Background: an optimization exercise with open tools, aiming at small area. Do not read the settings as production practice. In this exercise RTL edits were held to simulation tests only and were not proved equivalent to the original. Power and IR drop assume default switching activity.

==> flow/design.v <==
`timescale 1ns / 1ps
module PongWithSound(
	input Clock, Reset, rota, rotb,
	output [2:0] red,
	output [2:0] green,
	output [1:0] blue,
	output hsync, vsync
);
	reg [11:0] c;
	reg [9:0]  y;
	wire [9:0] x = c[11:2];
	wire lineEnd = c[11] & c[10] & c[7];         
	wire yEnd    = y[9] & y[3];                  
	wire x0      = ~|x;
	wire yInc    = x0 & c[1] & ~c[0];            
	reg [11:0] cNext;
	reg [9:0]  yNext;
	always @* begin : comb1
		reg t;
		integer i;
		t = 1'b1;
		for (i = 0; i < 12; i = i + 1) begin
			cNext[i] = c[i] ^ t;
			t = t & c[i];
		end
		if (lineEnd) begin              
			cNext[11] = 1'b0;
			cNext[10] = 1'b0;
			cNext[7]  = 1'b0;
		end
		t = yInc;
		for (i = 0; i < 10; i = i + 1) begin
			yNext[i] = y[i] ^ t;
			t = t & y[i];
		end
		if (yEnd) begin                 
			yNext[9] = 1'b0;
			yNext[3] = 1'b0;
		end
	end
	always @(posedge Clock or posedge Reset)
		if (Reset) begin
			c <= 12'd2;
			y <= 10'd0;
		end
		else begin
			c <= cNext;
			y <= yNext;
		end
	wire [7:0] xl = x[7:0];
	wire hsArea = x[9] & ~x[8] & (xl >= 8'd153) & (xl <= 8'd248);
	assign hsync = ~hsArea;
	assign vsync = ~(y[8] & y[7] & y[6] & y[5] & ~y[4] & y[3] & ~y[2] & y[1]);
	reg [2:0] quadAr, quadBr;
	reg [6:0] npad;
	always @(posedge Clock or posedge Reset)
		if (Reset) begin
			quadAr <= 3'b000;
			quadBr <= 3'b000;
		end
		else begin
			quadAr <= {quadAr[1:0], rota};
			quadBr <= {quadBr[1:0], rotb};
		end
	wire padUp = quadAr[2] ^ quadBr[1];                  
	wire padEn = padUp ^ quadAr[1] ^ quadBr[2];
	reg [6:0] npadNext;
	always @* begin : comb2
		reg t;
		integer i;
		t = padEn;
		for (i = 0; i < 7; i = i + 1) t = t & (npad[i] ^ padUp);
		t = padEn & ~t;
		for (i = 0; i < 7; i = i + 1) begin
			npadNext[i] = npad[i] ^ t;
			t = t & (npad[i] ^ padUp);
		end
	end
	always @(posedge Clock or posedge Reset)
		if (Reset) npad <= 7'h7f;
		else npad <= npadNext;
	reg [8:0] nbx;
	reg [7:0] nby;
	reg ballXdir, ballYdir, bounceX, bounceY;
	reg [5:0] miss;      
	wire y480       = y[8] & y[7] & y[6] & y[5] & ~|y[4:0];
	wire endOfFrame = x0 & y480;
	wire ballZero   = &nbx & &nby;
	wire xUp = ballXdir ^ bounceX;
	wire yUp = ballYdir ^ bounceY;
	reg [8:0] nbxStep;
	reg [7:0] nbyStep;
	always @* begin : comb3
		reg t;
		integer i;
		t = 1'b1;
		for (i = 0; i < 9; i = i + 1) begin
			nbxStep[i] = nbx[i] ^ t;
			t = t & (nbx[i] ^ xUp);
		end
		t = 1'b1;
		for (i = 0; i < 8; i = i + 1) begin
			nbyStep[i] = nby[i] ^ t;
			t = t & (nby[i] ^ yUp);
		end
	end
	always @(posedge Clock)
		if (Reset) begin
			nbx <= 9'h1ff;
			nby <= 8'hff;
		end
		else if (endOfFrame) begin
			if (ballZero) begin
				nbx <= ~9'd240;
				nby <= ~8'd150;
			end
			else begin
				nbx <= nbxStep;
				nby <= nbyStep;
			end
		end
	wire yvis    = ~y[9] & ~(y[8] & y[7] & y[6] & y[5]);     
	wire xvis    = ~(x[9] & (x[8] | x[7]));                  
	wire visible = xvis & yvis;
	wire top     = visible & ~|y[9:2];
	wire bottom  = visible & (y[9:2] == 8'd119);
	wire left    = visible & ~|x[9:2];
	wire right   = visible & (x[9:2] == 8'd159);
	wire border  = left | right | top;
	reg [8:0] s;
	always @* begin : comb4
		reg t;
		integer i;
		t = 1'b0;
		for (i = 0; i < 8; i = i + 1) begin
			s[i] = x[i+2] ^ (i < 7 ? npad[i] : 1'b0) ^ t;
			t = (x[i+2] & (i < 7 ? npad[i] : 1'b0)) | ((x[i+2] ^ (i < 7 ? npad[i] : 1'b0)) & t);
		end
		s[8] = t;
	end
	wire paddleRow = (y[9:3] == 7'd55);
	wire paddle = paddleRow & ~s[8] & s[7] & ~s[6] & ~s[5]
	              & ~(s[4] & s[3] & s[2] & s[1] & (s[0] | x[1] | x[0]));
	reg [8:0] dx, dy;
	reg cx, cy;
	always @* begin : comb5
		reg t;
		integer i;
		cx = 1'b1;
		for (i = 0; i < 9; i = i + 1) begin
			dx[i] = x[i+1] ^ nbx[i] ^ cx;
			cx = (x[i+1] & nbx[i]) | ((x[i+1] ^ nbx[i]) & cx);
		end
		cy = 1'b1;
		for (i = 0; i < 9; i = i + 1) begin
			dy[i] = y[i+1] ^ (i < 8 ? nby[i] : 1'b1) ^ cy;
			cy = (y[i+1] & (i < 8 ? nby[i] : 1'b1)) | ((y[i+1] ^ (i < 8 ? nby[i] : 1'b1)) & cy);
		end
	end
	wire ball = cx & ~|dx[8:2] & cy & ~|dy[8:2];
	wire missed     = visible & |miss;
	wire background = visible & ~(border | paddle | ball);
	wire checkerboard = x[5] ^ y[5];
	assign red   = { missed | border | paddle, 2'b00 };
	assign green = { ~missed & (border | paddle | ball), 2'b00 };
	assign blue  = { ~missed & (border | ball), background & checkerboard };
	always @(posedge Clock)
		if (Reset) begin
			ballXdir <= 1'b0;
			ballYdir <= 1'b0;
			bounceX <= 1'b0;
			bounceY <= 1'b0;
			miss <= 6'd0;
		end
		else if (!endOfFrame) begin
			if (ball && (left || right))
				bounceX <= 1'b1;
			if (ball && (top || bottom || (paddle && ballYdir)))
				bounceY <= 1'b1;
			if (ball && bottom)
				miss <= 6'b000001;
		end
		else begin
			if (ballZero) begin
				ballXdir <= 1'b1;
				ballYdir <= 1'b1;
			end
			else begin
				if (bounceX) ballXdir <= ~ballXdir;
				if (bounceY) ballYdir <= ~ballYdir;
				miss <= {miss[4:0], (miss[5] ^ miss[4]) & |miss[4:0]};
			end
			bounceX <= 1'b0;
			bounceY <= 1'b0;
		end
endmodule
==> flow/run.sh <==
#!/bin/bash
# synth_recipe.tcl (not shown) runs the flow's synth.tcl, then flattens the netlist and writes it again
# the make line also repeats each setting of config.mk as NAME=value (left out here)
make -C /OpenROAD-flow-scripts/flow DESIGN_CONFIG=/design/flow/config.mk WORK_HOME=/design/flow/orfs CLKGATE_MAP_FILE= SYNTH_SCRIPT=/design/flow/synth_recipe.tcl finish
==> flow/config.mk <==
export PLATFORM = sky130hd
export DESIGN_NAME = PongWithSound
export DESIGN_NICKNAME = PongWithSound
export VERILOG_FILES = /design/flow/design.v
export SDC_FILE = /design/flow/constraint.sdc
export NUM_CORES = 4
export LEC_CHECK = 0
export CAP_MARGIN = 20
export CORE_MARGIN = 2
export CORE_UTILIZATION = 40
export SLEW_MARGIN = 20
==> flow/constraint.sdc <==
create_clock -name core_clock -period 10.0 [get_ports {Clock}]
set_input_delay 2.0000 -clock core_clock [delete_from_list [all_inputs] [get_ports {Clock}]]
set_output_delay 2.0000 -clock core_clock [all_outputs]
set_load 0.01 [all_outputs]
==> results of run 1 <==
==> registers in the layout, indices dropped and copies added (netlist names) <==
signal and flops:
ballXdir 1, c 12, y 10, bounceX 1, ballYdir 1, nbx 9, quadBr 3, miss 6
bounceY 1, npad 7, quadAr 3, nby 8
==> worst max path at each step <==
stage	cells past startpoint	slack, ns	to	from
after CTS	16	2.55	blue[0]	nbx[1]
after global routing	16	2.32	blue[0]	nbx[1]
after global placement	16	3.08	blue[0]	c[4]
final	16	2.53	blue[0]	nbx[1]
after detailed placement	16	2.96	blue[0]	c[4]
after floorplan	15	3.76	blue[0]	c[4]
==> cell type report <==
class                      count  area (um^2)
fill                         951         5380
multi-input combinational    290         2270
sequential                    62         1430
tap                          133          166
clock buffer                  11          151
timing repair buffer          11          105
inverter                      23         86.3
clock inverter                 5         56.3
==> kinds of logic after synthesis <==
group | Yosys count
AO/OA/AOI/OAI | 86
other | 1
XOR/XNOR | 16
adder cells (fa/ha/maj) | 44
flip-flops | 62
multiplexers | 2
buffers and inverters | 45
AND/OR/NAND/NOR | 138
==> critical path: cells and delay by family, from the launching register on <==
family,cells,cell delay (ns)
adder cells (fa/ha/maj),8,2.96
AND/OR/NAND/NOR,5,0.90
buffers and inverters,2,0.68
flip-flops,1,0.50
AO/OA/AOI/OAI,1,0.07
==> through the flow <==
step / std cells / utilization / power, mW / hold WS (ns) / worst slack (ns)
after floorplan: 397 / - / 0.373 / 0.331 / 3.76
after global placement: 519 / 0.420 / 0.392 / 0.343 / 3.08
after detailed placement: 519 / 0.420 / 0.393 / 0.339 / 2.96
after CTS: 535 / 0.442 / 0.632 / 0.360 / 2.55
after global routing: 535 / 0.442 / 0.662 / 0.363 / 2.32
final: 535 / 0.442 / 0.624 / 0.356 / 2.53
==> routing by layer <==
layer,up-vias,share of wire,global-route usage
met3,14,0.052,0.0427
met2,71,0.46,0.265
met5,-,0,0
met1,1436,0.47,0.248
met4,0,0.018,0.0688
li1,1449,-,-
==> cell usage after synthesis (3+ instances only) <==
cell type	number	area [um^2]
inv_1	23	86.3
or4_1	5	37.5
nand3b_1	6	45.0
o211a_1	4	40.0
buf_4	5	37.5
fa_1	19	380
nand4_1	14	87.6
dfstp_2	8	210
o21a_1	3	22.5
a31oi_1	4	25.0
o21ai_0	20	100
nor2_1	19	71.3
nor3b_1	3	22.5
buf_6	4	45.0
nor4_1	6	37.5
a221o_1	3	30.0
nand2_1	24	90.1
xnor2_1	12	105
a211oi_1	4	30.0
xor2_1	4	35.0
nor3_1	5	25.0
a21oi_1	22	110
nand3_1	19	95.1
ha_1	25	313
dfrtp_1	27	676
nor4b_1	3	26.3
clkbuf_1	8	30.0
dfxtp_1	27	541
nand2b_1	3	18.8
a211o_1	3	26.3
or3_1	7	43.8
==> layout by cell type (no fill, tap or decap), types with 4 or more instances in the layout <==
| cell type | count |
|---|---|
| dfstp_2 | 8 |
| o211a_1 | 4 |
| inv_1 | 23 |
| clkbuf_8 | 11 |
| nor2_1 | 19 |
| or3_1 | 7 |
| a31oi_1 | 4 |
| nand2_1 | 24 |
| conb_1 | 4 |
| dfxtp_1 | 27 |
| ha_1 | 25 |
| nor4_1 | 6 |
| a211oi_1 | 4 |
| nand3_1 | 19 |
| fa_1 | 19 |
| o21ai_0 | 20 |
| xor2_1 | 4 |
| or4_1 | 5 |
| dfrtp_1 | 27 |
| nand3b_1 | 6 |
| nand4_1 | 14 |
| clkdlybuf4s50_1 | 9 |
| nor3_1 | 5 |
| xnor2_1 | 12 |
| a21oi_1 | 22 |
==> power by group through the flow <==
stage,clock network [mW],logic [mW],registers (mW)
after floorplan,0,0.0796,0.294
final,0.235,0.0864,0.303
after CTS,0.242,0.0875,0.303
after global routing,0.253,0.101,0.308
after detailed placement,0,0.0854,0.308
after global placement,0,0.0848,0.307
==> results_dict.tcl, run 1 <==
set metrics [dict create \
    core_mm2 0.00964 \
    status "no timing/DRC/antenna violations" \
    clk_latency_ns 0.36 \
    cpMostUsedCell "fa_1" \
    hold_end "quadAr[1]" \
    setup_tns_ns 0 \
    skew_ns 0.0149 \
    synth_ff_type "dfxtp_1" \
    period_minus_slack_ns 7.47 \
    drt_iter0_drc 148 \
    slowest_stage "clkdlybuf4s50_1" \
    async_reset_ff_frac 0.565 \
    nets 445 \
    synthAdderAreaFrac 0.178 \
    vias 2970 \
    holdBufCountCts 0 \
    required_ns 8.00 \
    grt_start_max_net_pins 46 \
    cp.arrival_ns 5.47 \
    pwr_density_cell_mw_per_mm2 147 \
    yosys.area_share.simple 0.208 \
    power.switching_mw 0.181 \
    crit_fanout 10 \
    grt_usage 0.177 \
    seq_power_share 0.485 \
    synth_compound_gate_area_share 0.150 \
    reg2reg_depth 16 \
    maxClockFrequency_mhz 134 \
    first_pass_iters 5 \
    die_w_um 103 \
    vias_per_cell 5.55 \
    slew_headroom 0.414 \
    cp_cell_sequence "ha_1, o21ai_0, nand2b_1, fa_1, fa_1, fa_1, fa_1, fa_1, fa_1, inv_1, fa_1, nor4b_1, nand4_1, nand4_1, nor3_1, clkdlybuf4s50_1" \
    die_h_um 103 \
    dp_hpwl_um 6000 \
    clkTransAtPathRegs_ns 0.08 \
    r2r_slack_ns 5.03 \
    yosysUniqueCellTypes 74 \
    switching_share 0.289 \
    initial_core_util 0.405 \
    syn_area_mm2 0.00390 \
    cts_root_buf "clkbuf_8" \
    clockBufferDepth 2 \
    maxCapViolCount 0 \
    synth_mux_area_frac 0.00545 \
    cts_buffers 9 \
    max-vdd-ir-drop_v 0.0000716 \
    synthCells 394 \
    wl_per_cell_um 15.7 \
    io_buffers 9 \
    synth-seq-cells 62 \
    htreeDepth 3 \
    synth-warning-count 1 \
    drc 0 \
    grt_pass1_vias 2759 \
    rr_endpoint "miss[0]" \
    post_cts_buffers 0 \
    final-setup-viol-count 0 \
    finalWirelength_um 8400 \
    hold_violations 0 \
    postPlaceCellArea_mm2 0.00405 \
    synth_xor_area_frac 0.0359 \
    ys_seq_area_frac 0.365 \
    overflow 0 \
    fp.dieArea_mm2 0.0106 \
    design_area_mm2 0.00426 \
    combPwrFrac 0.138 \
    grt_pass1_wl_um 14200 \
    critPathCaptureType "output pin" \
    num_rows 36 \
    start_kind "register" \
    antenna_found_initial 0 \
    pwr-share-clk 0.376 \
    post-route-period-util 0.747 \
    synth_top_family_by_area "simple AND/OR/NAND/NOR gates" \
    crit_type "reg -> out" \
    gp_congestion 0.909 \
    syn2layout_area_growth_pct 9.07 \
    rsz0062_at_grt "no" \
    cts_tree "done" \
    antenna_cells 0 \
    num_io_pins 14 \
    cts_sinks 62 \
    postRouteAntennaNets 0 \
    intPower_mw 0.444 \
    worstHoldPathType "reg -> reg" \
    cts.repair.resized 0 \
    tightestPinTransition_ns 0.878 \
    slew_viol_final 0 \
    drive_gt1_frac 0.102 \
    synth_edf_count 0 \
    max_stage_delay_ns 0.61 \
    p_leak_nw 1.82 \
    rr_startpoint "nby[1]" \
    syn-mean-instance-area_um2 9.91 \
    hold_start "quadAr[0]" \
    hold_path_depth 0 \
]
==> run 2: changes to the inputs <==
==> flow/flow/run.sh (new file) <==
#!/bin/bash
# Layout flow: the standard ORFS flow with three changes that only
# affect cell area:
#  - input/output ports are buffered with buf_1 instead of the default cell,
#  - clock tree built from clkbuf_4 without dummy loads,
#  - power recovery (downsizing of cells with positive slack) after global route.
# Each tool's output goes to a log file in the work folder.
set -euo pipefail
export BUFFER_PORTS_ARGS="-buffer_cell sky130_fd_sc_hd__buf_1"
export CTS_ARGS="-sink_clustering_enable -repair_clock_nets -dont_use_dummy_load -buf_list sky130_fd_sc_hd__clkbuf_4"
export RECOVER_POWER=100
bash standard.sh synth > synth.log 2>&1
bash standard.sh floorplan > floorplan.log 2>&1
bash standard.sh place > place.log 2>&1
bash standard.sh cts > cts.log 2>&1
bash standard.sh route > route.log 2>&1
bash standard.sh finish > finish.log 2>&1
test -f out/final.def
==> flow/standard.sh (new file) <==
#!/bin/bash
# synth_recipe.tcl (not shown) runs the flow's synth.tcl, then flattens the netlist and writes it again
# the make line also repeats each setting of config.mk as NAME=value (left out here)
make -C /OpenROAD-flow-scripts/flow DESIGN_CONFIG=/design/flow/config.mk WORK_HOME=/design/flow/orfs CLKGATE_MAP_FILE= SYNTH_SCRIPT=/design/flow/synth_recipe.tcl "${@:-finish}"
removed: flow/run.sh
==> results_dict.tcl, run 2 <==
set metrics [dict create \
    synthAdderAreaFrac 0.178 \
    max-vdd-ir-drop_v 0.0000675 \
    core_mm2 0.00964 \
    synth_compound_gate_area_share 0.150 \
    synth-seq-cells 62 \
    finalWirelength_um 8210 \
    yosys.area_share.simple 0.208 \
    synthCells 394 \
    die_w_um 103 \
    syn_area_mm2 0.00390 \
    overflow 0 \
    reg2reg_depth 16 \
    nFillCells 973 \
    synth_mux_area_frac 0.00545 \
    syn2layout_area_growth_pct 3.27 \
    required_ns 8.00 \
    clk_latency_ns 0.43 \
    worstHoldPathType "reg -> reg" \
    tightestPinTransition_ns 2.35 \
    synth_ff_type "dfxtp_1" \
    critPathCaptureType "output pin" \
    final-setup-viol-count 0 \
    violations "capacitance limit, slew limit" \
    yosysUniqueCellTypes 74 \
    cts_root_buf "clkbuf_4" \
    nets 446 \
    async_reset_ff_frac 0.565 \
    clockBufferDepth 2 \
    antenna_cells 0 \
    cts_sinks 62 \
    grt_pass1_vias 2846 \
    grt_pass1_wl_um 14100 \
    wl_per_cell_um 15.5 \
    slew_viol_final 62 \
    synth_edf_count 0 \
    io_buffers 9 \
    cp.arrival_ns 5.15 \
    rsz0062_at_grt "no" \
    gp_congestion 0.925 \
    dp_hpwl_um 5960 \
    grt_start_max_net_pins 46 \
    maxCapViolCount 2 \
    initial_core_util 0.405 \
    hold_path_depth 0 \
    hold_violations 0 \
    crit_start "nbx[1]" \
    post_cts_buffers 0 \
    num_io_pins 14 \
    rr_startpoint "nby[1]" \
    r2r_slack_ns 5.03 \
    start_kind "register" \
    largest_register_ffs 12 \
    cts.repair.resized 0 \
    first_pass_iters 4 \
    layout_common_cells "dfxtp_1, dfrtp_1, ha_1" \
    largest_register "c" \
    postRouteAntennaNets 0 \
    grt_usage 0.175 \
    fp.dieArea_mm2 0.0106 \
    synthTopCellsByArea "dfrtp_1, dfxtp_1, fa_1" \
    largestRegisters "c: 12 flops, y: 10 flops, nbx: 9 flops" \
    die_h_um 103 \
    syn-mean-instance-area_um2 9.91 \
    crit_fanout 10 \
    vias_per_cell 5.55 \
    crit_type "reg -> out" \
    clkTransAtPathRegs_ns 0.10 \
    maxClockFrequency_mhz 140 \
    p_leak_nw 1.72 \
    setup_tns_ns 0 \
    pwr_density_cell_mw_per_mm2 127 \
    drt_iter0_drc 157 \
    vias 2938 \
    status "finished with violations" \
    endpoint "blue[0]" \
    slew_headroom -0.569 \
    holdBufCountCts 0 \
    htreeDepth 3 \
    period_minus_slack_ns 7.15 \
    hold_ws_ns 0.373 \
    synth-warning-count 1 \
    yosys-top-cells-count "dfrtp_1, dfxtp_1, ha_1, nand2_1, inv_1" \
    ys_seq_area_frac 0.365 \
    antenna_found_initial 0 \
    num_rows 36 \
    cts_tree "done" \
    rr_endpoint "miss[0]" \
    cts_buffers 9 \
    yosys.area.top_type "dfrtp_1" \
    synth_top_family_by_area "simple AND/OR/NAND/NOR gates" \
    drc 0 \
    post-route-period-util 0.715 \
    synth_top_area_frac 0.173 \
    drive_gt1_frac 0.0657 \
    skew_ns 0.0308 \
    synth_xor_area_frac 0.0359 \
]
-- run 2: cell counts after synthesis --
Identical to the previous run, type by type.
-- run 2: routing by layer --
layer / track usage / share of wire
met1: 0.239 / 0.49
met2: 0.270 / 0.45
met3: 0.0454 / 0.035
met4: 0.0607 / 0.019
met5: 0 / 0
-- run 2: logic make-up (layout without fill, tap and decap cells) --
logic type | count (synthesis) | in the layout
and+or+nand+nor | 138 | 138
AOI/OAI and AO/OA | 86 | 86
DFF | 62 | 62
buffers and inverters | 45 | 44
adders and majority gates | 44 | 44
xor gates and xnor gates | 16 | 16
muxes | 2 | 2
other | 1 | 4
-- run 2: report_power, final --
group | internal, mW | total, mW | switching [mW] | leakage [nW]
combinational | 0.0397 | 0.0870 | 0.0473 | 1.04
sequential | 0.275 | 0.301 | 0.0269 | 0.645
clock | 0.0417 | 0.124 | 0.0823 | 0.0414
-- run 2: worst min path at each step --
stage | slack, ns | to | startpoint
3_5_place_dp | 0.34 | quadAr[1] | quadAr[0]
5_1_grt | 0.39 | quadAr[1] | quadAr[0]
3_3_place_gp | 0.34 | quadAr[1] | quadAr[0]
4_1_cts | 0.38 | quadAr[1] | quadAr[0]
2_1_floorplan | 0.33 | quadAr[1] | quadAr[0]
6_report | 0.37 | quadAr[1] | quadAr[0]
-- run 2: area by class of cell --
class	instances	area, um^2	area share
clock buffers	9	67.6	0.0168
inverters	23	86.3	0.0214
multi-input cells	290	2240	0.556
flip-flops and latches	62	1430	0.354
well taps	133	166	0.0413
repair buffers	12	45.0	0.0112
-- run 2: critical path: stages, from the launching register on --
cell	delay, ns
dfxtp_1	0.51
ha_1	0.29
o21ai_0	0.08
nand2b_1	0.09
fa_1	0.38
fa_1	0.39
fa_1	0.39
fa_1	0.39
fa_1	0.38
fa_1	0.36
inv_1	0.07
fa_1	0.40
nor4b_1	0.15
nand4_1	0.17
nand4_1	0.13
nor3_1	0.36
buf_1	0.19
-- run 2: metrics by stage --
step,util,worst slack (ns),total power [mW],area [um^2],std cells
detailed placement,0.415,3.35,0.394,4000,520
global route,0.418,2.61,0.547,4030,529
CTS,0.422,2.87,0.520,4070,529
finish,0.418,2.85,0.512,4030,529
global placement,0.415,3.49,0.392,4000,520
floorplan,-,3.76,0.373,3920,397

-- afterwards: timing with drivers on the ports --
The flow's constraints put no driver on any port. The routed layouts listed below were extracted and timed again, unchanged, in two steps.
Step 1 assumes that a clkbuf_16 drives the clock port and a buf_2 every other input.
Step 2 moves the port delays by t, midway between the first and last clock arrival at a register: inputs arrive t later, outputs are due t later. That takes back most of the time a late clock gives input paths.
a / b / c = ideal / step 1 / step 2; a / b = the first two.
| run | shift t [ns] | setup WS [ns] | hold slack, ns | worst slew at a driven data input, ns |
|---|---|---|---|---|
| run 1 | 0.383 | 2.525 / 2.495 / 2.877 | 0.356 / 0.356 / 0.356 | 0.03 |
| run 2 | 0.447 | 2.849 / 2.820 / 3.267 | 0.373 / 0.373 / 0.373 | 0.03 |
